Context: an optimization exercise on an open-source flow, tuned for small area. The choices shown serve that exercise and are no tape-out recipe.
RTL that was checked went through simulation tests only; none was proved equivalent to the original.
No functional check of the RTL was part of run 3.
Power and IR drop assume default switching activity.

<file path="flow/design.v">
module design_5 #(parameter width = 8, parameter cwidth = 4)(
  input [width-1:0] OPA, OPB,
  input CLK, RST, CE, MODE, CIN,
  input [1:0] INP_VALID,
  input [cwidth-1:0] CMD,
  output reg [2*width:0] RES,
  output OFLOW,
  output COUT,
  output G,
  output L,
  output E,
  output ERR
);
  localparam [4:0] C_ZERO = 5'b00000;
  localparam [4:0] C_AND  = 5'b01000, C_NAND = 5'b00111, C_OR   = 5'b01110, C_NOR = 5'b00001;
  localparam [4:0] C_XOR  = 5'b00110, C_XNOR = 5'b01001, C_NOTA = 5'b00011, C_NOTB = 5'b00101;
  localparam [4:0] C_ADD  = 5'b10000, C_ADD1 = 5'b10001, C_SUB1 = 5'b10010, C_SUB  = 5'b10011;
  localparam [4:0] C_SADD = 5'b10100, C_SSUB = 5'b10111, C_IDA  = 5'b10110, C_IDB  = 5'b10101;
  localparam [4:0] C_IMUL = 5'b11000, C_SMUL = 5'b11001, C_SHB  = 5'b11010, C_CMP  = 5'b11011;
  localparam [4:0] C_ROT  = 5'b11100, C_SHA  = 5'b11110;
  reg [4:0] code;
  always @* begin
    code = C_ZERO;
    case ({INP_VALID, MODE, CMD})
      7'b11_1_0000: code = C_ADD;
      7'b11_1_0001: code = C_SUB;
      7'b11_1_0010: code = CIN ? C_ADD1 : C_ADD;
      7'b11_1_0011: code = CIN ? C_SUB1 : C_SUB;
      7'b11_1_1000: code = C_CMP;
      7'b11_1_1001: code = C_IMUL;
      7'b11_1_1010: code = C_SMUL;
      7'b11_1_1011: code = C_SADD;
      7'b11_1_1100: code = C_SSUB;
      7'b01_1_0100: code = C_IDA;
      7'b01_1_0101: code = C_IDA;
      7'b10_1_0110: code = C_IDB;
      7'b10_1_0111: code = C_IDB;
      7'b11_0_0000: code = C_AND;
      7'b11_0_0001: code = C_NAND;
      7'b11_0_0010: code = C_OR;
      7'b11_0_0011: code = C_NOR;
      7'b11_0_0100: code = C_XOR;
      7'b11_0_0101: code = C_XNOR;
      7'b11_0_1100: code = C_ROT;
      7'b11_0_1101: code = C_ROT;
      7'b01_0_0110: code = C_NOTA;
      7'b01_0_1000: code = C_SHA;
      7'b01_0_1001: code = C_SHA;
      7'b10_0_0111: code = C_NOTB;
      7'b10_0_1010: code = C_SHB;
      7'b10_0_1011: code = C_SHB;
      default:      code = C_ZERO;
    endcase
  end
  wire [7:0] a_in = {OPA[7:1], INP_VALID == 2'b10 ? CMD[0] : OPA[0]};
  wire ror_in = {INP_VALID, MODE, CMD} == 7'b11_0_1101;
  wire [7:0] b_in = {OPB[7:3], OPB[2] ^ (ror_in & (OPB[1] | OPB[0])), OPB[1] ^ (ror_in & OPB[0]),
                     INP_VALID == 2'b01 ? CMD[0] : OPB[0]};
  reg [7:0] A, B;
  reg [4:0] op;
  reg [18:9] s2;
  wire [18:0] enc;
  always @(posedge CLK) begin
    if (CE) begin
      A  <= a_in;
      B  <= b_in;
    end
  end
  always @(posedge CLK or posedge RST) begin
    if (RST) begin
      op <= 5'b0;
      s2 <= 10'b0;
      RES[8:0] <= 9'b0;
    end else if (CE) begin
      op <= code;
      s2 <= enc[18:9];
      RES[8:0] <= enc[8:0];
    end
  end
  wire o_add  = op == C_ADD,  o_add1 = op == C_ADD1, o_sub  = op == C_SUB,  o_sub1 = op == C_SUB1;
  wire o_sadd = op == C_SADD, o_ssub = op == C_SSUB, o_ida  = op == C_IDA,  o_idb  = op == C_IDB;
  wire o_imul = op == C_IMUL, o_smul = op == C_SMUL, o_shb  = op == C_SHB,  o_cmp  = op == C_CMP;
  wire o_rot  = op == C_ROT,  o_sha  = op == C_SHA;
  wire fgrp   = ~op[4];
  wire sgn   = o_sadd | o_ssub;
  wire use_a = o_add | o_add1 | o_sub | o_sub1 | sgn | o_ida | o_imul;
  wire use_b = o_add | o_add1 | o_sub | o_sub1 | sgn | o_idb | o_imul;
  wire inv_b = o_sub | o_sub1 | o_ssub | (o_ida & B[0]);
  wire ones_a = o_idb & A[0];
  wire mul   = o_imul | o_smul;
  wire cin   = o_add1 | o_sub | o_ssub | (o_ida & ~B[0]) | (o_idb & ~A[0]) | o_imul;
  wire rot   = o_rot;
  wire sa    = o_sha | rot;             
  wire shla  = o_sha & B[0], shra = o_sha & ~B[0];
  wire shlb  = o_shb & A[0], shrb = o_shb & ~A[0];
  wire shl   = shla | shlb;
  wire shr   = shra | shrb;
  wire [7:0] oh;
  genvar gj;
  generate for (gj = 0; gj < 8; gj = gj + 1) begin : g_oh
    if (gj == 1)      assign oh[gj] = (rot & (B[2:0] == gj)) | shla;
    else if (gj == 7) assign oh[gj] = (rot & (B[2:0] == gj)) | shra;
    else              assign oh[gj] = rot & (B[2:0] == gj);
  end endgenerate
  wire [8:0] U = ({sgn & A[7], A} & {9{use_a}}) | {9{ones_a}};
  wire [8:0] V = ({sgn & B[7], B} & {9{use_b}}) ^ {9{inv_b}};
  wire [7:0] X = (A & {8{mul | sa}}) | {shrb, 5'b0, shlb, 1'b0};
  wire [7:0] Y = (B & {8{mul | o_shb}}) | oh;
  wire [16:0] R;      
  wire c_split;
  wire r8 = R[8] ^ U[8] ^ V[8] ^ c_split;
  wire pp0_0 = X[0] & Y[0];
  wire pp0_1 = X[0] & Y[1];
  wire pp0_2 = X[0] & Y[2];
  wire pp0_3 = X[0] & Y[3];
  wire pp0_4 = X[0] & Y[4];
  wire pp0_5 = X[0] & Y[5];
  wire pp0_6 = X[0] & Y[6];
  wire pp0_7 = X[0] & Y[7];
  wire pp1_0 = X[1] & Y[0];
  wire pp1_1 = X[1] & Y[1];
  wire pp1_2 = X[1] & Y[2];
  wire pp1_3 = X[1] & Y[3];
  wire pp1_4 = X[1] & Y[4];
  wire pp1_5 = X[1] & Y[5];
  wire pp1_6 = X[1] & Y[6];
  wire pp1_7 = X[1] & Y[7];
  wire pp2_0 = X[2] & Y[0];
  wire pp2_1 = X[2] & Y[1];
  wire pp2_2 = X[2] & Y[2];
  wire pp2_3 = X[2] & Y[3];
  wire pp2_4 = X[2] & Y[4];
  wire pp2_5 = X[2] & Y[5];
  wire pp2_6 = X[2] & Y[6];
  wire pp2_7 = X[2] & Y[7];
  wire pp3_0 = X[3] & Y[0];
  wire pp3_1 = X[3] & Y[1];
  wire pp3_2 = X[3] & Y[2];
  wire pp3_3 = X[3] & Y[3];
  wire pp3_4 = X[3] & Y[4];
  wire pp3_5 = X[3] & Y[5];
  wire pp3_6 = X[3] & Y[6];
  wire pp3_7 = X[3] & Y[7];
  wire pp4_0 = X[4] & Y[0];
  wire pp4_1 = X[4] & Y[1];
  wire pp4_2 = X[4] & Y[2];
  wire pp4_3 = X[4] & Y[3];
  wire pp4_4 = X[4] & Y[4];
  wire pp4_5 = X[4] & Y[5];
  wire pp4_6 = X[4] & Y[6];
  wire pp4_7 = X[4] & Y[7];
  wire pp5_0 = X[5] & Y[0];
  wire pp5_1 = X[5] & Y[1];
  wire pp5_2 = X[5] & Y[2];
  wire pp5_3 = X[5] & Y[3];
  wire pp5_4 = X[5] & Y[4];
  wire pp5_5 = X[5] & Y[5];
  wire pp5_6 = X[5] & Y[6];
  wire pp5_7 = X[5] & Y[7];
  wire pp6_0 = X[6] & Y[0];
  wire pp6_1 = X[6] & Y[1];
  wire pp6_2 = X[6] & Y[2];
  wire pp6_3 = X[6] & Y[3];
  wire pp6_4 = X[6] & Y[4];
  wire pp6_5 = X[6] & Y[5];
  wire pp6_6 = X[6] & Y[6];
  wire pp6_7 = X[6] & Y[7];
  wire pp7_0 = X[7] & Y[0];
  wire pp7_1 = X[7] & Y[1];
  wire pp7_2 = X[7] & Y[2];
  wire pp7_3 = X[7] & Y[3];
  wire pp7_4 = X[7] & Y[4];
  wire pp7_5 = X[7] & Y[5];
  wire pp7_6 = X[7] & Y[6];
  wire pp7_7 = X[7] & Y[7];
  wire fs0, fc0;
  fa_cell u_f0 (.a(U[0]), .b(cin), .c(V[0]), .s(fs0), .co(fc0));
  wire hs0, hc0;
  ha_cell u_h0 (.a(pp0_0), .b(fs0), .s(hs0), .co(hc0));
  assign R[0] = hs0;
  wire fs1, fc1;
  fa_cell u_f1 (.a(U[1]), .b(V[1]), .c(pp0_1), .s(fs1), .co(fc1));
  wire hs1, hc1;
  ha_cell u_h1 (.a(pp1_0), .b(fc0), .s(hs1), .co(hc1));
  wire fs2, fc2;
  fa_cell u_f2 (.a(hc0), .b(fs1), .c(hs1), .s(fs2), .co(fc2));
  assign R[1] = fs2;
  wire fs3, fc3;
  fa_cell u_f3 (.a(U[2]), .b(V[2]), .c(pp0_2), .s(fs3), .co(fc3));
  wire fs4, fc4;
  fa_cell u_f4 (.a(pp1_1), .b(pp2_0), .c(hc1), .s(fs4), .co(fc4));
  wire fs5, fc5;
  fa_cell u_f5 (.a(fc1), .b(fs3), .c(fs4), .s(fs5), .co(fc5));
  wire hs2, hc2;
  ha_cell u_h2 (.a(fc2), .b(fs5), .s(hs2), .co(hc2));
  assign R[2] = hs2;
  wire fs6, fc6;
  fa_cell u_f6 (.a(U[3]), .b(V[3]), .c(pp0_3), .s(fs6), .co(fc6));
  wire fs7, fc7;
  fa_cell u_f7 (.a(pp1_2), .b(pp2_1), .c(pp3_0), .s(fs7), .co(fc7));
  wire fs8, fc8;
  fa_cell u_f8 (.a(fc3), .b(fs6), .c(fs7), .s(fs8), .co(fc8));
  wire fs9, fc9;
  fa_cell u_f9 (.a(fc4), .b(fs8), .c(fc5), .s(fs9), .co(fc9));
  wire hs3, hc3;
  ha_cell u_h3 (.a(hc2), .b(fs9), .s(hs3), .co(hc3));
  assign R[3] = hs3;
  wire fs10, fc10;
  fa_cell u_f10 (.a(U[4]), .b(V[4]), .c(pp0_4), .s(fs10), .co(fc10));
  wire fs11, fc11;
  fa_cell u_f11 (.a(pp1_3), .b(pp2_2), .c(pp3_1), .s(fs11), .co(fc11));
  wire fs12, fc12;
  fa_cell u_f12 (.a(pp4_0), .b(fc6), .c(fc7), .s(fs12), .co(fc12));
  wire fs13, fc13;
  fa_cell u_f13 (.a(fs10), .b(fs11), .c(fc8), .s(fs13), .co(fc13));
  wire fs14, fc14;
  fa_cell u_f14 (.a(fs12), .b(fs13), .c(fc9), .s(fs14), .co(fc14));
  wire hs4, hc4;
  ha_cell u_h4 (.a(hc3), .b(fs14), .s(hs4), .co(hc4));
  assign R[4] = hs4;
  wire hs5, hc5;
  ha_cell u_h5 (.a(U[5]), .b(V[5]), .s(hs5), .co(hc5));
  wire fs15, fc15;
  fa_cell u_f15 (.a(pp0_5), .b(pp1_4), .c(pp2_3), .s(fs15), .co(fc15));
  wire fs16, fc16;
  fa_cell u_f16 (.a(pp3_2), .b(pp4_1), .c(pp5_0), .s(fs16), .co(fc16));
  wire fs17, fc17;
  fa_cell u_f17 (.a(hs5), .b(fc10), .c(fc11), .s(fs17), .co(fc17));
  wire fs18, fc18;
  fa_cell u_f18 (.a(fs15), .b(fs16), .c(fc12), .s(fs18), .co(fc18));
  wire fs19, fc19;
  fa_cell u_f19 (.a(fs17), .b(fc13), .c(fs18), .s(fs19), .co(fc19));
  wire fs20, fc20;
  fa_cell u_f20 (.a(fs19), .b(fc14), .c(hc4), .s(fs20), .co(fc20));
  assign R[5] = fs20;
  wire fs21, fc21;
  fa_cell u_f21 (.a(U[6]), .b(V[6]), .c(hc5), .s(fs21), .co(fc21));
  wire fs22, fc22;
  fa_cell u_f22 (.a(pp0_6), .b(pp1_5), .c(pp2_4), .s(fs22), .co(fc22));
  wire fs23, fc23;
  fa_cell u_f23 (.a(pp3_3), .b(pp4_2), .c(pp5_1), .s(fs23), .co(fc23));
  wire fs24, fc24;
  fa_cell u_f24 (.a(pp6_0), .b(fc15), .c(fc16), .s(fs24), .co(fc24));
  wire fs25, fc25;
  fa_cell u_f25 (.a(fs21), .b(fs22), .c(fs23), .s(fs25), .co(fc25));
  wire fs26, fc26;
  fa_cell u_f26 (.a(fc17), .b(fs24), .c(fs25), .s(fs26), .co(fc26));
  wire fs27, fc27;
  fa_cell u_f27 (.a(fc18), .b(fs26), .c(fc19), .s(fs27), .co(fc27));
  wire hs6, hc6;
  ha_cell u_h6 (.a(fs27), .b(fc20), .s(hs6), .co(hc6));
  assign R[6] = hs6;
  wire fs28, fc28;
  fa_cell u_f28 (.a(U[7]), .b(V[7]), .c(pp0_7), .s(fs28), .co(fc28));
  wire fs29, fc29;
  fa_cell u_f29 (.a(pp1_6), .b(pp2_5), .c(pp3_4), .s(fs29), .co(fc29));
  wire fs30, fc30;
  fa_cell u_f30 (.a(pp4_3), .b(pp5_2), .c(pp6_1), .s(fs30), .co(fc30));
  wire fs31, fc31;
  fa_cell u_f31 (.a(pp7_0), .b(fc21), .c(fc22), .s(fs31), .co(fc31));
  wire hs7, hc7;
  ha_cell u_h7 (.a(fc23), .b(fs28), .s(hs7), .co(hc7));
  wire fs32, fc32;
  fa_cell u_f32 (.a(fs29), .b(fs30), .c(hs7), .s(fs32), .co(fc32));
  wire fs33, fc33;
  fa_cell u_f33 (.a(fc24), .b(fc25), .c(fs31), .s(fs33), .co(fc33));
  wire fs34, fc34;
  fa_cell u_f34 (.a(fs32), .b(fc26), .c(fs33), .s(fs34), .co(fc34));
  wire fs35, fc35;
  fa_cell u_f35 (.a(fs34), .b(fc27), .c(hc6), .s(fs35), .co(fc35));
  assign R[7] = fs35;
  assign c_split = fc35;
  wire fs36, fc36;
  fa_cell u_f36 (.a(pp1_7), .b(pp2_6), .c(pp3_5), .s(fs36), .co(fc36));
  wire fs37, fc37;
  fa_cell u_f37 (.a(pp4_4), .b(pp5_3), .c(pp6_2), .s(fs37), .co(fc37));
  wire fs38, fc38;
  fa_cell u_f38 (.a(pp7_1), .b(fc28), .c(fc29), .s(fs38), .co(fc38));
  wire fs39, fc39;
  fa_cell u_f39 (.a(fc30), .b(fs36), .c(fs37), .s(fs39), .co(fc39));
  wire fs40, fc40;
  fa_cell u_f40 (.a(hc7), .b(fc31), .c(fs38), .s(fs40), .co(fc40));
  wire fs41, fc41;
  fa_cell u_f41 (.a(fs39), .b(fc32), .c(fc33), .s(fs41), .co(fc41));
  wire fs42, fc42;
  fa_cell u_f42 (.a(fs40), .b(fc34), .c(fs41), .s(fs42), .co(fc42));
  assign R[8] = fs42;
  wire fs43, fc43;
  fa_cell u_f43 (.a(pp2_7), .b(pp3_6), .c(pp4_5), .s(fs43), .co(fc43));
  wire fs44, fc44;
  fa_cell u_f44 (.a(pp5_4), .b(pp6_3), .c(pp7_2), .s(fs44), .co(fc44));
  wire fs45, fc45;
  fa_cell u_f45 (.a(fc36), .b(fc37), .c(fs43), .s(fs45), .co(fc45));
  wire fs46, fc46;
  fa_cell u_f46 (.a(fs44), .b(fc38), .c(fc39), .s(fs46), .co(fc46));
  wire fs47, fc47;
  fa_cell u_f47 (.a(fs45), .b(fc40), .c(fs46), .s(fs47), .co(fc47));
  wire fs48, fc48;
  fa_cell u_f48 (.a(fc41), .b(fs47), .c(fc42), .s(fs48), .co(fc48));
  assign R[9] = fs48;
  wire fs49, fc49;
  fa_cell u_f49 (.a(pp3_7), .b(pp4_6), .c(pp5_5), .s(fs49), .co(fc49));
  wire fs50, fc50;
  fa_cell u_f50 (.a(pp6_4), .b(pp7_3), .c(fc43), .s(fs50), .co(fc50));
  wire fs51, fc51;
  fa_cell u_f51 (.a(fc44), .b(fs49), .c(fc45), .s(fs51), .co(fc51));
  wire fs52, fc52;
  fa_cell u_f52 (.a(fs50), .b(fc46), .c(fs51), .s(fs52), .co(fc52));
  wire fs53, fc53;
  fa_cell u_f53 (.a(fc47), .b(fs52), .c(fc48), .s(fs53), .co(fc53));
  assign R[10] = fs53;
  wire fs54, fc54;
  fa_cell u_f54 (.a(pp4_7), .b(pp5_6), .c(pp6_5), .s(fs54), .co(fc54));
  wire fs55, fc55;
  fa_cell u_f55 (.a(pp7_4), .b(fc49), .c(fs54), .s(fs55), .co(fc55));
  wire fs56, fc56;
  fa_cell u_f56 (.a(fc50), .b(fs55), .c(fc51), .s(fs56), .co(fc56));
  wire fs57, fc57;
  fa_cell u_f57 (.a(fc52), .b(fs56), .c(fc53), .s(fs57), .co(fc57));
  assign R[11] = fs57;
  wire fs58, fc58;
  fa_cell u_f58 (.a(pp5_7), .b(pp6_6), .c(pp7_5), .s(fs58), .co(fc58));
  wire fs59, fc59;
  fa_cell u_f59 (.a(fc54), .b(fs58), .c(fc55), .s(fs59), .co(fc59));
  wire fs60, fc60;
  fa_cell u_f60 (.a(fs59), .b(fc56), .c(fc57), .s(fs60), .co(fc60));
  assign R[12] = fs60;
  wire fs61, fc61;
  fa_cell u_f61 (.a(pp6_7), .b(pp7_6), .c(fc58), .s(fs61), .co(fc61));
  wire fs62, fc62;
  fa_cell u_f62 (.a(fs61), .b(fc59), .c(fc60), .s(fs62), .co(fc62));
  assign R[13] = fs62;
  wire fs63, fc63;
  fa_cell u_f63 (.a(pp7_7), .b(fc61), .c(fc62), .s(fs63), .co(fc63));
  assign R[14] = fs63;
  assign R[15] = fc63;
  assign R[16] = 1'b0;
  wire [7:0] ca = {A[7] ^ sgn, A[6:0]};
  wire [7:0] cb = {B[7] ^ sgn, B[6:0]};
  reg gt;
  integer ci;
  always @* begin
    gt = 1'b0;
    for (ci = 0; ci < 8; ci = ci + 1)
      gt = (ca[ci] ^ cb[ci]) ? ca[ci] : gt;
  end
  wire eq = A == B;
  wire lt = ~gt & ~eq;
  reg [7:0] f2;
  integer i;
  always @* for (i = 0; i < 8; i = i + 1)
    f2[i] = fgrp & ((op[3] & A[i] & B[i]) | (op[2] & A[i] & ~B[i]) | (op[1] & ~A[i] & B[i]) | (op[0] & ~A[i] & ~B[i]));
  wire arith9 = o_add | o_add1 | o_sub | o_sub1 | sgn | o_ida | o_idb;
  wire hi_en  = rot | shr;
  wire sx     = o_sub | o_sub1 | sgn | (o_ida & B[0]) | (o_idb & A[0]);
  wire cf     = o_add | o_add1 | sgn;
  wire [8:0] val = {r8 & arith9, R[7] & ~shr, R[6:0]} | {1'b0, R[15:8] & {8{hi_en}}} | {1'b0, f2};
  wire f_of = ((o_sub | o_sub1) & lt)
            | (o_sadd & (A[7] == B[7]) & (R[7] != A[7]))
            | (o_ssub & (A[7] != B[7]) & (R[7] != A[7]));
  wire cmpop = o_cmp | sgn;
  wire f_e = cmpop & eq;
  wire f_l = cmpop & lt;
  wire f_g = cmpop & gt;
  wire f_err = rot & (|B[7:3]);
  assign enc[7:0]  = o_smul ? {R[6:0], 1'b0} : val[7:0];
  assign enc[8]    = o_smul ? R[7] : r8 & (arith9 | o_imul);
  assign enc[18:9] = mul ? (o_imul ? {1'b1, R[8] & c_split, R[16:9]} : {1'b1, c_split, R[15:8]})
                         : {2'b00, cf & r8, 1'b0, f_err, f_e, f_l, f_g, f_of, sx & r8};
  wire m = s2[18];
  wire sext = s2[9];
  wire [7:0] hi = s2[16:9] + s2[17];
  always @* RES[16:9] = m ? hi : {8{sext}};
  assign COUT  = m ? hi[7] : s2[16];
  assign OFLOW = ~m & s2[10];
  assign G     = ~m & s2[11];
  assign L     = ~m & s2[12];
  assign E     = ~m & s2[13];
  assign ERR   = ~m & s2[14];
endmodule
module fa_cell(input a, input b, input c, output s, output co);
  assign s = a ^ b ^ c;
  assign co = (a & b) | (c & (a ^ b));
endmodule
module ha_cell(input a, input b, output s, output co);
  assign s = a ^ b;
  assign co = a & b;
endmodule
</file>
<file path="flow/flow/run.sh">
#!/bin/bash
set -euo pipefail
W=$(pwd)
export MY_ABC_SCRIPT="$W/flow/area.abc"
{
  cat <<'TCL'
proc abc {args} {
  set i [lsearch -exact $args -script]
  if { $i >= 0 } { lset args [expr {$i + 1}] $::env(MY_ABC_SCRIPT) }
  yosys abc {*}$args
}
TCL
  cat "$W/synth_recipe.tcl"
} > "$W/own_synth.tcl"
bash "$W/standard.sh" finish "SYNTH_SCRIPT=$W/own_synth.tcl" \
  "BUFFER_PORTS_ARGS=-buffer_cell sky130_fd_sc_hd__buf_1" \
  "CTS_ARGS=-sink_clustering_enable -repair_clock_nets -sink_clustering_size 50 -sink_clustering_max_diameter 500 -buf_list sky130_fd_sc_hd__clkbuf_8 -dont_use_dummy_load" \
  > "$W/flow_make.log" 2>&1
</file>
<file path="flow/flow/area.abc">
&get -n
&st
&dc2
&dch -f
&nf -a
&put
topo
</file>
<file path="flow/standard.sh">
#!/bin/bash
# synth_recipe.tcl (not shown) runs the flow's synth.tcl, then flattens the netlist and writes it again
# the make line also repeats each setting of config.mk as NAME=value (left out here)
make -C /OpenROAD-flow-scripts/flow DESIGN_CONFIG=/design/flow/config.mk WORK_HOME=/design/flow/orfs CLKGATE_MAP_FILE= SYNTH_SCRIPT=/design/flow/synth_recipe.tcl "${@:-finish}"
</file>
<file path="flow/config.mk">
export PLATFORM = sky130hd
export DESIGN_NAME = design_5
export DESIGN_NICKNAME = design_5
export VERILOG_FILES = /design/flow/design.v
export SDC_FILE = /design/flow/constraint.sdc
export NUM_CORES = 4
export LEC_CHECK = 0
export ABC_AREA = 1
export CAP_MARGIN = 20
export CORE_MARGIN = 2
export CORE_UTILIZATION = 40
export CTS_BUF_LIST = sky130_fd_sc_hd__clkbuf_8
export CTS_CLUSTER_DIAMETER = 500
export CTS_CLUSTER_SIZE = 50
export GPL_TIMING_DRIVEN = 0
export SLEW_MARGIN = 20
export SYNTH_HIERARCHICAL = 1
export SYNTH_MINIMUM_KEEP_SIZE = 0
</file>
<file path="flow/constraint.sdc">
create_clock -name core_clock -period 8.0 [get_ports {CLK}]
set_input_delay 1.6000 -clock core_clock [delete_from_list [all_inputs] [get_ports {CLK}]]
set_output_delay 1.6000 -clock core_clock [all_outputs]
set_load 0.01 [all_outputs]
</file>
==> flow_metrics.tcl, run 1 <==
set metrics [dict create \
    hold_class "reg2reg" \
    irDropWorstVdd_uv 98.71 \
    io_pins 50 \
    grt_pass1_wl_mm 21.71 \
    worst_hold_slack_ps 522.4 \
    hold_violations 0 \
    mostFrequentLayoutCells "nor2_1 (97), fa_1 (64), nand2_1 (48), buf_1 (48), clkinv_1 (27)" \
    clkTransAtPathRegs_ps 70 \
    clockBufferDepth 2 \
    fin_tns_setup_ps 0 \
    path_common_cell "fa_1" \
    route.detailed.drc 0 \
    cts_tree "yes" \
    synth_top_area_frac 0.2694 \
    drv_cap 0 \
    final_common_cell "nor2_1" \
    dpl_cell_area_um2 5165 \
    yosys_register_bits 40 \
    overflow 0 \
    rsz0062_at_grt "no" \
    antenna_found_initial 0 \
    synth_area_leaders "fa_1 (27%), dfrtp_1 (13%), edfxtp_1 (10%)" \
    crit_buf_inv 1 \
    drive_gt1_frac 0.05516 \
    crit_required_ps 8170 \
    synth.distinct_cells 49 \
    max_freq_ghz 0.1301 \
    ys.flop_type "dfrtp_1" \
    netlist_instances 502 \
    max_stage_delay_ps 770 \
    place.gp.congestion 0.9692 \
    dp_hpwl_mm 10.45 \
    p_per_area_nw_per_um2 87.18 \
    clock_skew_ps 11.72 \
    drt_iter0_drc 383 \
    critical_path_peak_fanout 18 \
    synth_fa_ha_area_frac 0.3010 \
    clock-sinks 40 \
    core-area_um2 11520 \
    drv_slew 0 \
    tightest_slew_ps 892.1 \
    synth.avg_cell_area_um2 9.474 \
    vias_per_cell 5.940 \
    slowest_stage "a221oi_1" \
    wire_per_inst_um 18.15 \
    design_area_um2 5295 \
    critical_path.top_delay_family "adder cells" \
    async_flop_share 0.6000 \
    portBuffers 49 \
    synth_compound_area_frac 0.1555 \
    antenna_left 0 \
    cp-start-kind "register" \
    power.leakage_nw 2.237 \
    start_util 0.4130 \
    grtUsageTotal 0.2121 \
    synth_edf_count 16 \
    die_h_um 113.0 \
    cts_max_level 2 \
    firstDrtPassIters 21 \
    setup_violations 0 \
    netlist_area_um2 4756 \
    num_vias 4188 \
    critPathKind "reg2reg" \
    p_total_mw 0.4616 \
    worstPathCellList "and2_0 > nor2_1 > a221oi_1 > clkdlybuf4s18_2 > nor2_1 > fa_1 > fa_1 > fa_1 > fa_1 > fa_1 > fa_1 > fa_1 > fa_1 > fa_1 > fa_1 > fa_1 > a2111oi_2 > o22ai_1" \
    die_w_um 113.0 \
    fin_crit_sh 0.9611 \
    clk_latency_ps 300 \
    dieArea_um2 12780 \
    rows 39 \
    grt_pass1_vias 4263 \
    synth_top_area_cell "fa_1" \
    synth_top_family_by_area "adder cells" \
    yosys_warnings 7 \
    worstSetupEndpointType "register" \
    synthMuxAreaShare 0.04683 \
    area_growth_pct 11.34 \
    routed_wl_mm 12.80 \
    crit_arrival_ps 7860 \
    synthesis.nets 605 \
    utilization 0.4598 \
    post-route-min-period_ps 7689 \
    slew_headroom 0.4053 \
    synthSimpleGateAreaFrac 0.2131 \
    synthXorXnorAreaFrac 0.03420 \
    n_antenna_cell 0 \
    status "timing/DRC/antenna clean" \
    final_nets 667 \
    ys_seq_area_frac 0.2273 \
    grt_max_degree 42 \
    cts_made_buffers 5 \
    cts_root_buffer "clkbuf_8" \
]
-- timing repair --
| action | in CTS | in global routing |
|---|---|---|
| setup buffers | 0 | 2 |
| pin swaps | 0 | 1 |
| resized for setup | 3 | 9 |
| hold buffers | 0 | 0 |
| endpoints found under the setup margin | 2 | 4 |
| hold endpoints to repair | 0 | 0 |
-- per-module statistics from Yosys (local to each module, per instance) --
module | times used | area (um^2)
design_5 | 1 | 3374
fa_cell | 64 | 20.02
ha_cell | 8 | 12.51
-- layer usage --
metal,track usage,wire [um],up-vias
li1,-,-,1945
met1,0.2947,5395,2006
met2,0.3461,5884,212
met3,0.04339,1269,25
met4,0.04715,247,0
met5,0,0,-
-- state kept, by name (all words and copies together) (netlist names) --
register  cells
s2           10
A             8
op            5
RES           9
B             8
-- synth_stat cells, types with 7 or more instances --
master and instances:
o22ai_1 14, mux4_2 8, nor2b_1 14, nand2_1 48
o21ai_0 20, a21o_1 7, xnor2_1 7, edfxtp_1 16
nand2b_1 10, nor2_1 99, a21oi_1 11, clkinv_1 28
nor3_1 10, ha_1 12, fa_1 64, nand3_1 12
dfrtp_1 24, xor2_1 9, a31oi_1 7
-- area by class of cell --
cell class / count / area, um^2
fillers: 1142 / 6221
multi-input cells: 434 / 3616
clock buffers: 5 / 68.82
repair buffers: 55 / 242.7
flip-flops and latches: 40 / 1082
inverters: 28 / 106.4
well taps: 143 / 178.9
-- kinds of logic (layout without fill, tap and decap cells) --
| family | after synthesis | count (layout) |
|---|---|---|
| AND/OR/NAND/NOR | 222 | 222 |
| AO/OA/AOI/OAI | 107 | 107 |
| adder cells (fa/ha/maj) | 76 | 76 |
| flip-flops | 40 | 40 |
| buffers and inverters | 28 | 88 |
| XOR/XNOR | 17 | 17 |
| multiplexers | 12 | 12 |
-- final timing paths --
| kind | start | to | slack, ps | cells after the start |
|---|---|---|---|---|
| worst min-delay path | RES[0] | RES[0] | 520 | 2 |
| worst min register to register | RES[0] | RES[0] | 520 | 2 |
| worst max register to register | op[0] | RES[6] | 310 | 18 |
| worst max-delay path | op[0] | RES[6] | 310 | 18 |
| max in group asynchronous | RST | op[0] | 6230 | 2 |
| min in group asynchronous | RST | RES[7] | 1340 | 2 |
-- tightest hold or removal path: cells and delay by family, from the launching register on --
family	cells	cell delay, ps
AO/OA/AOI/OAI	1	60
buffers and inverters	1	40
flip-flops	1	380
-- report_power, final --
part | switching (mW) | leakage [nW] | total [mW] | internal [mW]
registers | 0.0236 | 0.476 | 0.252 | 0.229
clock network | 0.0635 | 0.0359 | 0.120 | 0.0561
logic | 0.0525 | 1.72 | 0.0895 | 0.0370
total | 0.140 | 2.24 | 0.462 | 0.322
-- per-stage QoR --
step | std cells | setup WS, ps
2_1_floorplan | 502 | 243.5
3_3_place_gp | 694 | -867.9
3_5_place_dp | 697 | -228.4
4_1_cts | 702 | 26.42
5_1_grt | 705 | 6.161
6_report | 705 | 311.1
==> run 2, diff against run 1 <==
--- a/flow/config.mk
+++ b/flow/config.mk
@@ -8,3 +8,3 @@
 export ABC_AREA = 1
-export CAP_MARGIN = 20
+export CAP_MARGIN = 0
 export CORE_MARGIN = 2
@@ -15,3 +15,3 @@
 export GPL_TIMING_DRIVEN = 0
-export SLEW_MARGIN = 20
+export SLEW_MARGIN = 0
 export SYNTH_HIERARCHICAL = 1
==> run 2 against run 1 <==
Net effect:
- register-to-register slack got worse by 20 ps
- non-clock buffer count shrank 5
- count of clock-buffer cells in the layout unchanged
- sequential share of layout area is 0.15 points higher
- sequential power about the same
- synthesized cell count unchanged
- clock power is essentially flat
- maximum frequency shrank 0.29%
- utilization fell by 0.33 points
- critical endpoint unchanged
==> flow_metrics.tcl, run 2 <==
set metrics [dict create \
    whs_path_depth 2 \
    rows 39 \
    cts_tree "yes" \
    setup_violations 0 \
    cts_setup_buffers 0 \
    cts_max_level 2 \
    power.leakage_nw 2.212 \
    hold_class "reg2reg" \
    synth.distinct_cells 49 \
    die_h_um 113.0 \
    start_util 0.4130 \
    setup_slack_ps 288.4 \
    synthTopCellsByCount "nor2_1 (99), fa_1 (64), nand2_1 (48)" \
    slew_headroom 0.2595 \
    drive_gt1_frac 0.04668 \
    top_register "s2" \
    netlist_area_um2 4756 \
    synth_area_leaders "fa_1 (27%), dfrtp_1 (13%), edfxtp_1 (10%)" \
    synthMuxAreaShare 0.04683 \
    portBuffers 49 \
    firstDrtPassIters 16 \
    vias_per_cell 5.996 \
    cts_made_buffers 5 \
    clockBufferDepth 2 \
    crit_arrival_ps 7880 \
    post-route-min-period_ps 7712 \
    final_nets 662 \
    r2r_slack_ps 290 \
    synthesis.nets 605 \
    grt_max_degree 58 \
    antenna_left 0 \
    antenna_found_initial 0 \
    cts_root_buffer "clkbuf_8" \
    clock-sinks 40 \
    final_common_cell "nor2_1" \
    drt_iter0_drc 415 \
    min_to "RES[0]" \
    fin_crit_sh 0.9639 \
    grt_pass1_wl_mm 21.87 \
    rsz0062_at_grt "no" \
    grt_pass1_vias 4219 \
    clock_skew_ps 14.09 \
    status "timing/DRC/antenna clean" \
    synth_top_area_frac 0.2694 \
    synth_top_family_by_area "adder cells" \
    wire_per_inst_um 18.51 \
    r2r-end "RES[6]" \
    area_growth_pct 10.55 \
    dieArea_um2 12780 \
    worstSetupEndpointType "register" \
    largest_reg_flops 10 \
    post-synth-top-count-cell "nor2_1" \
    synth_top_area_cell "fa_1" \
    yosys_warnings 7 \
    p_total_mw 0.4626 \
    routed_wl_mm 12.95 \
    dp_hpwl_mm 10.40 \
    yosys_register_bits 40 \
    die_w_um 113.0 \
    n_fill_cell 1113 \
    route.detailed.drc 0 \
    mostFrequentLayoutCells "nor2_1 (97), fa_1 (64), nand2_1 (48), buf_1 (48), clkinv_1 (27)" \
    n_antenna_cell 0 \
    timing.rr.start "op[4]" \
    synth_compound_area_frac 0.1555 \
    irDropWorstVdd_uv 99.38 \
    io_pins 50 \
    hold_violations 0 \
    tightest_slew_ps 1111 \
    p_per_area_nw_per_um2 87.98 \
    core-area_um2 11520 \
    reg_top3 "s2 (10), RES (9)" \
    cp-start-kind "register" \
    clkTransAtPathRegs_ps 70 \
    max_freq_ghz 0.1297 \
    num_vias 4197 \
    drv_slew 0 \
    overflow 0 \
    synth_fa_ha_area_frac 0.3010 \
    pre_cts_ws_ps -276.2 \
    critPathKind "reg2reg" \
    async_flop_share 0.6000 \
    place.gp.congestion 0.9692 \
    crit_required_ps 8170 \
    synth.avg_cell_area_um2 9.474 \
    netlist_instances 502 \
    grtUsageTotal 0.2136 \
    holdCritStartpoint "RES[0]" \
    rr_worst_depth 18 \
    synthSimpleGateAreaFrac 0.2131 \
    clk_latency_ps 300 \
    ys_seq_area_frac 0.2273 \
    critical_path_peak_fanout 12 \
    synthXorXnorAreaFrac 0.03420 \
    ys.flop_type "dfrtp_1" \
    synth_edf_count 16 \
    drv_cap 0 \
]
-- run 2: worst max-delay path: stages, from the launching register on --
cell	delay [ps]
dfrtp_1	590
nand3b_1	290
nand2b_1	340
o2111ai_1	730
a21o_1	230
ha_1	160
fa_1	450
fa_1	510
fa_1	410
fa_1	430
fa_1	420
fa_1	420
fa_1	390
fa_1	390
fa_1	380
fa_1	390
fa_1	580
a2111oi_2	350
o22ai_1	130
-- run 2: report_power, final --
part	leakage, nW	total [mW]	internal [mW]	switching [mW]
logic	1.70	0.0902	0.0370	0.0532
clock network	0.0359	0.120	0.0561	0.0635
registers	0.476	0.253	0.229	0.0239
-- run 2: kinds of logic after synthesis --
| kind of cell | after synthesis |
|---|---|
| AND/OR/NAND/NOR | 222 |
| multiplexers | 12 |
| buffers and inverters | 28 |
| flip-flops | 40 |
| AO/OA/AOI/OAI | 107 |
| XOR/XNOR | 17 |
| adder cells (fa/ha/maj) | 76 |
-- run 2: routing by layer --
layer	wire, um	up-vias	part of all wire	GRT usage
met5	0	-	0	0
met4	160	0	0.012	0.03821
met3	1117	18	0.086	0.04660
met2	5994	186	0.46	0.3429
met1	5682	2063	0.44	0.3034
li1	-	1930	-	-
-- run 2: cell type report --
class / instances / area (um^2) / area share
tap: 143 / 178.9 / 0.03403
clock buffer: 5 / 68.82 / 0.01309
multi-input combinational: 434 / 3616 / 0.6878
sequential: 40 / 1082 / 0.2059
inverter: 28 / 106.4 / 0.02023
timing repair buffer: 50 / 205.2 / 0.03903
-- run 2: worst max-delay path by stage --
stage / endpoint / from / slack (ps) / depth (start not counted)
4_1_cts: RES[6] / op[4] / 70 / 20
3_5_place_dp: RES[6] / op[0] / -280 / 20
6_report: RES[6] / op[4] / 290 / 18
3_3_place_gp: RES[6] / op[2] / -870 / 17
2_1_floorplan: RES[6] / op[2] / 240 / 17
5_1_grt: RES[6] / op[1] / 4 / 20
-- run 2: per-module statistics from Yosys (local to each module, per instance) --
module	area (um^2)	times used
design_5	3374	1
fa_cell	20.02	64
ha_cell	12.51	8
-- run 2: through the flow --
step	util	instances	setup TNS [ps]	hold WS (ps)	cell area, um^2
after detailed placement	0.4470	695	-312.4	515.9	5147
after global placement	0.4445	694	-3724	512.2	5119
after floorplan	-	502	0	494.8	4756
final	0.4565	700	0	522.0	5258
after CTS	0.4535	700	0	527.5	5223
after global routing	0.4565	700	0	540.8	5258
-- run 2: repair_timing --
action | in CTS | in global routing
endpoints found under the hold margin | 0 | 0
endpoints found under the setup margin | 3 | 3
gates resized for setup | 4 | 8
hold buffers | 0 | 0
==> run 3, diff against run 2 <==
--- a/flow/design.v
+++ b/flow/design.v
@@ -17,5 +17,5 @@
   localparam [4:0] C_ADD  = 5'b10000, C_ADD1 = 5'b10001, C_SUB1 = 5'b10010, C_SUB  = 5'b10011;
-  localparam [4:0] C_SADD = 5'b10100, C_SSUB = 5'b10111, C_IDA  = 5'b10110, C_IDB  = 5'b10101;
-  localparam [4:0] C_IMUL = 5'b11000, C_SMUL = 5'b11001, C_SHB  = 5'b11010, C_CMP  = 5'b11011;
-  localparam [4:0] C_ROT  = 5'b11100, C_SHA  = 5'b11110;
+  localparam [4:0] C_SADD = 5'b10100, C_IMUL = 5'b10101, C_IDA  = 5'b10110, C_SSUB = 5'b10111;
+  localparam [4:0] C_IDB  = 5'b11001, C_SHB  = 5'b11010, C_CMP  = 5'b11011;
+  localparam [4:0] C_SMUL = 5'b11100, C_ROT  = 5'b11101, C_SHA  = 5'b11110;
   reg [4:0] code;
@@ -84,11 +84,13 @@
   wire fgrp   = ~op[4];
+  wire agrp  = op[4] & ~op[3];
   wire sgn   = o_sadd | o_ssub;
-  wire use_a = o_add | o_add1 | o_sub | o_sub1 | sgn | o_ida | o_imul;
-  wire use_b = o_add | o_add1 | o_sub | o_sub1 | sgn | o_idb | o_imul;
-  wire inv_b = o_sub | o_sub1 | o_ssub | (o_ida & B[0]);
+  wire use_a = agrp;
+  wire use_b = (agrp & ~o_ida) | o_idb;
+  wire inv_b = (agrp & op[1] & ~o_ida) | (o_ida & B[0]);
   wire ones_a = o_idb & A[0];
   wire mul   = o_imul | o_smul;
-  wire cin   = o_add1 | o_sub | o_ssub | (o_ida & ~B[0]) | (o_idb & ~A[0]) | o_imul;
+  wire cin   = (agrp & op[0]) | (o_ida & ~B[0]) | (o_idb & ~A[0]);
   wire rot   = o_rot;
   wire sa    = o_sha | rot;             
+  wire xa    = o_imul | (op[4] & op[3] & op[2]);
   wire shla  = o_sha & B[0], shra = o_sha & ~B[0];
@@ -106,3 +108,3 @@
   wire [8:0] V = ({sgn & B[7], B} & {9{use_b}}) ^ {9{inv_b}};
-  wire [7:0] X = (A & {8{mul | sa}}) | {shrb, 5'b0, shlb, 1'b0};
+  wire [7:0] X = (A & {8{xa}}) | {shrb, 5'b0, shlb, 1'b0};
   wire [7:0] Y = (B & {8{mul | o_shb}}) | oh;
==> flow/flow/run.sh (replaced) <==
#!/bin/bash
# Layout flow: the standard flow (standard.sh) with two changes:
#  - synthesis is the standard synthesis script (synth_recipe.tcl) with only
#    the ABC mapping script replaced by flow/area.abc (area-oriented mapping);
#  - the port buffers that placement inserts use sky130_fd_sc_hd__buf_1.
# Each tool's full output goes to a log file in this folder.
set -euo pipefail
W=$(pwd)
export MY_ABC_SCRIPT="$W/flow/area.abc"
{
  cat <<'TCL'
proc abc {args} {
  set i [lsearch -exact $args -script]
  if { $i >= 0 } { lset args [expr {$i + 1}] $::env(MY_ABC_SCRIPT) }
  yosys abc {*}$args
}
TCL
  cat "$W/synth_recipe.tcl"
} > "$W/own_synth.tcl"
bash "$W/standard.sh" finish "SYNTH_SCRIPT=$W/own_synth.tcl" \
  "BUFFER_PORTS_ARGS=-buffer_cell sky130_fd_sc_hd__buf_1" > "$W/flow_make.log" 2>&1
==> flow/flow/area.abc (replaced) <==
&get -n
&st
&dc2
&put
dch -f
amap
topo
--- a/flow/config.mk
+++ b/flow/config.mk
@@ -8,3 +8,3 @@
 export ABC_AREA = 1
-export CAP_MARGIN = 0
+export CAP_MARGIN = 20
 export CORE_MARGIN = 2
@@ -14,4 +14,3 @@
 export CTS_CLUSTER_SIZE = 50
-export GPL_TIMING_DRIVEN = 0
-export SLEW_MARGIN = 0
+export SLEW_MARGIN = 20
 export SYNTH_HIERARCHICAL = 1
==> run 3 against run 2 <==
Net effect:
- still clean on timing, DRC and antenna
- maximum frequency grew 1.4%
- global-route usage grew 2.7 points
- critical path depth grew 3
- final area grew 2.4%
- via count grew 13%
- combinational power grew 29%
- critical endpoint unchanged
==> flow_metrics.tcl, run 3 <==
set metrics [dict create \
    setup_violations 0 \
    crit_buf_inv 2 \
    dpl_cell_area_um2 5268 \
    synth_area_leaders "fa_1 (27%), dfrtp_1 (13%), edfxtp_1 (10%)" \
    portBuffers 49 \
    routed_wl_mm 14.92 \
    r2r-end "RES[6]" \
    vias_per_cell 5.959 \
    post-route-min-period_ps 7603 \
    clk_latency_ps 310 \
    antenna_found_initial 0 \
    drive_gt1_frac 0.05360 \
    drt_iter0_drc 522 \
    cts_resized 0 \
    area_growth_pct 14.27 \
    ys_seq_area_frac 0.2295 \
    netlist_area_um2 4710 \
    final_common_cell "nor2_1" \
    clock_skew_ps 7.633 \
    netlist_instances 570 \
    cts_hold_buffers 0 \
    worstSetupEndpointType "register" \
    power.leakage_nw 2.173 \
    post-synth-top-count-cell "nor2_1" \
    worstPathCellList "clkinv_1 > nor3_1 > clkinv_1 > o21ai_0 > a21oi_1 > nor2_1 > fa_1 > fa_1 > fa_1 > fa_1 > fa_1 > fa_1 > fa_1 > fa_1 > fa_1 > fa_1 > fa_1 > o21ai_0 > nand3b_1 > a22oi_1 > o21ai_0" \
    place.gp.congestion 1.018 \
    wire_per_inst_um 18.75 \
    min_to "RES[2]" \
    fin_crit_sh 0.9503 \
    design_area_um2 5381 \
    num_vias 4743 \
    cts_setup_buffers 0 \
    largest_reg_flops 10 \
    core-area_um2 11470 \
    rr_worst_depth 21 \
    route.detailed.drc 0 \
    max_freq_ghz 0.1315 \
    timing.rr.start "op[3]" \
    cts_max_level 2 \
    cts_tree "yes" \
    drv_cap 0 \
    crit_required_ps 8180 \
    yosys_register_bits 40 \
    io_pins 50 \
    final_nets 755 \
    clockBufferDepth 2 \
    synth_top_area_frac 0.2721 \
    synth_top_area_cell "fa_1" \
    overflow 0 \
    r2r_slack_ps 400 \
    top_register "s2" \
    clock-sinks 40 \
    synthTopCellsByCount "nor2_1 (128), fa_1 (64), o21ai_0 (63)" \
    async_flop_share 0.6000 \
    start_util 0.4107 \
    n_fill_cell 1147 \
    synthesis.nets 673 \
    slew_headroom 0.3927 \
    crit_arrival_ps 7780 \
    fin_tns_setup_ps 0 \
    status "timing/DRC/antenna clean" \
    reg_top3 "s2 (10), RES (9)" \
    antenna_left 0 \
    yosys_warnings 7 \
    critical_path_peak_fanout 8 \
    whs_path_depth 2 \
    ys.flop_type "dfrtp_1" \
    max_stage_delay_ps 720 \
    firstDrtPassIters 5 \
    dieArea_um2 12660 \
    path_common_cell "fa_1" \
    multi_input_area_um2 3410 \
    holdCritStartpoint "RES[2]" \
    irDropWorstVdd_uv 82.03 \
    rows 39 \
    synth.avg_cell_area_um2 8.262 \
    cts_root_buffer "clkbuf_8" \
    critPathKind "reg2reg" \
    cts_made_buffers 5 \
    hold_violations 0 \
    synth_edf_count 16 \
    slowest_stage "o21ai_0" \
    synth.distinct_cells 39 \
    tightest_slew_ps 905.3 \
    rsz0062_at_grt "no" \
    critical_path.top_delay_family "adder cells" \
    regArea_um2 1081 \
    drv_slew 0 \
    die_w_um 112.5 \
    dp_hpwl_mm 12.06 \
    n_antenna_cell 0 \
    grtUsageTotal 0.2410 \
    mostFrequentLayoutCells "nor2_1 (127), fa_1 (64), o21ai_0 (63)" \
    grt_pass1_vias 4604 \
    clkTransAtPathRegs_ps 90 \
    hold_class "reg2reg" \
    grt_pass1_wl_mm 24.19 \
    grt_max_degree 34 \
    p_per_area_nw_per_um2 99.96 \
    die_h_um 112.5 \
    cp-start-kind "register" \
]
==> run 3: cell types whose count changed after synthesis, sizes merged, moves of 10 or more <==
| cell | before | now |
|---|---|---|
| a21oi | 11 | 28 |
| clkinv | 28 | 59 |
| nand2b | 10 | 0 |
| nor2 | 99 | 128 |
| nor2b | 14 | 1 |
| nor3 | 10 | 25 |
| o21ai | 20 | 63 |
==> run 3: area by class of cell <==
class / instances / share of cell area
multi-input cells: 471 / 0.6336
inverters: 59 / 0.04115
repair buffers: 75 / 0.07045
flip-flops and latches: 40 / 0.2009
clock inverters: 3 / 0.007905
well taps: 143 / 0.03325
clock buffers: 5 / 0.01279
==> run 3: cell families after synthesis <==
logic type	after synthesis	synth area share
buffers and inverters	59	0.04702
AND/OR/NAND/NOR	228	0.2001
AO/OA/AOI/OAI	167	0.2195
flip-flops	40	0.2295
adder cells (fa/ha/maj)	76	0.3039
==> run 3: power by group <==
part           total [mW]  internal (mW)  switching [mW]
Combinational       0.116         0.0406          0.0754
Clock               0.170         0.0923          0.0779
Sequential          0.252          0.231          0.0204
Total               0.538          0.364           0.174
==> run 3: worst max-delay path by stage <==
stage	start	to	slack, ps	cells after the start
6_report	op[3]	RES[6]	400	21
3_5_place_dp	op[4]	RES[6]	330	25
2_1_floorplan	op[2]	RES[6]	80	23
5_1_grt	op[3]	RES[6]	10	21
4_1_cts	op[4]	RES[6]	260	25
3_3_place_gp	op[4]	RES[6]	340	25
==> run 3: per-module statistics from Yosys (local to each module, per instance) <==
module / flip-flops and latches / cell area, um^2 / cells inside / times used
ha_cell: 0 / 12.51 / 1 / 8
fa_cell: 0 / 20.02 / 1 / 64
design_5: 40 / 3328 / 498 / 1
==> run 3: worst reg2reg max path, stage by stage, from the launching register on <==
cell	delay, ps
dfrtp_1	480
clkinv_1	240
nor3_1	330
clkinv_1	170
o21ai_0	720
a21oi_1	230
nor2_1	190
fa_1	470
fa_1	430
fa_1	490
fa_1	420
fa_1	420
fa_1	390
fa_1	390
fa_1	390
fa_1	380
fa_1	400
fa_1	480
o21ai_0	90
nand3b_1	90
a22oi_1	180
o21ai_0	90
==> run 3: layer usage <==
metal | global-route usage | wire, um | up-vias
met3 | 0.05562 | 1286 | 42
met2 | 0.3683 | 6529 | 248
li1 | - | - | 2181
met5 | 0 | 0 | -
met1 | 0.3459 | 6680 | 2272
met4 | 0.06748 | 427 | 0
==> run 3: metrics by stage <==
stage | setup WS, ps | hold slack, ps | utilization | instances | power [mW]
global placement | 339.2 | 466.1 | 0.4594 | 788 | 0.3684
CTS | 261.4 | 498.5 | 0.4691 | 796 | 0.5397
global route | 13.68 | 502.9 | 0.4693 | 796 | 0.5645
floorplan | 83.77 | 459.4 | - | 570 | 0.3185
finish | 397.4 | 493.5 | 0.4693 | 796 | 0.5379
detailed placement | 327.1 | 476.8 | 0.4594 | 788 | 0.3690

## static timing again, ports no longer ideal
The flow's constraints put no driver on any port. The routed layouts listed below were extracted and timed again, unchanged, in two steps. Step 1 (the two cells are an assumption about what drives the block):
set clk [get_ports {CLK}]
set_driving_cell -lib_cell sky130_fd_sc_hd__clkbuf_16 $clk
set_driving_cell -lib_cell sky130_fd_sc_hd__buf_2 [delete_from_list [all_inputs] $clk]
Step 2 adds t to the input delays and takes it off the output delays; t is the mean of the earliest and latest rising clock arrival at the registers after step 1. Input paths then give back, and output paths get back, about the clock's delay inside the block. a / b / c = ideal / step 1 / step 2; a / b = the first two.
| run | t (ns) | setup WS [ns] | worst setup path at the end |
|---|---|---|---|
| run 1 | 0.321 | 0.311 / 0.311 / 0.311 | register to register |
| run 2 | 0.322 | 0.288 / 0.288 / 0.288 | register to register |
| run 3 | 0.334 | 0.397 / 0.397 / 0.397 | register to register |
After both steps every run listed still meets setup and hold.
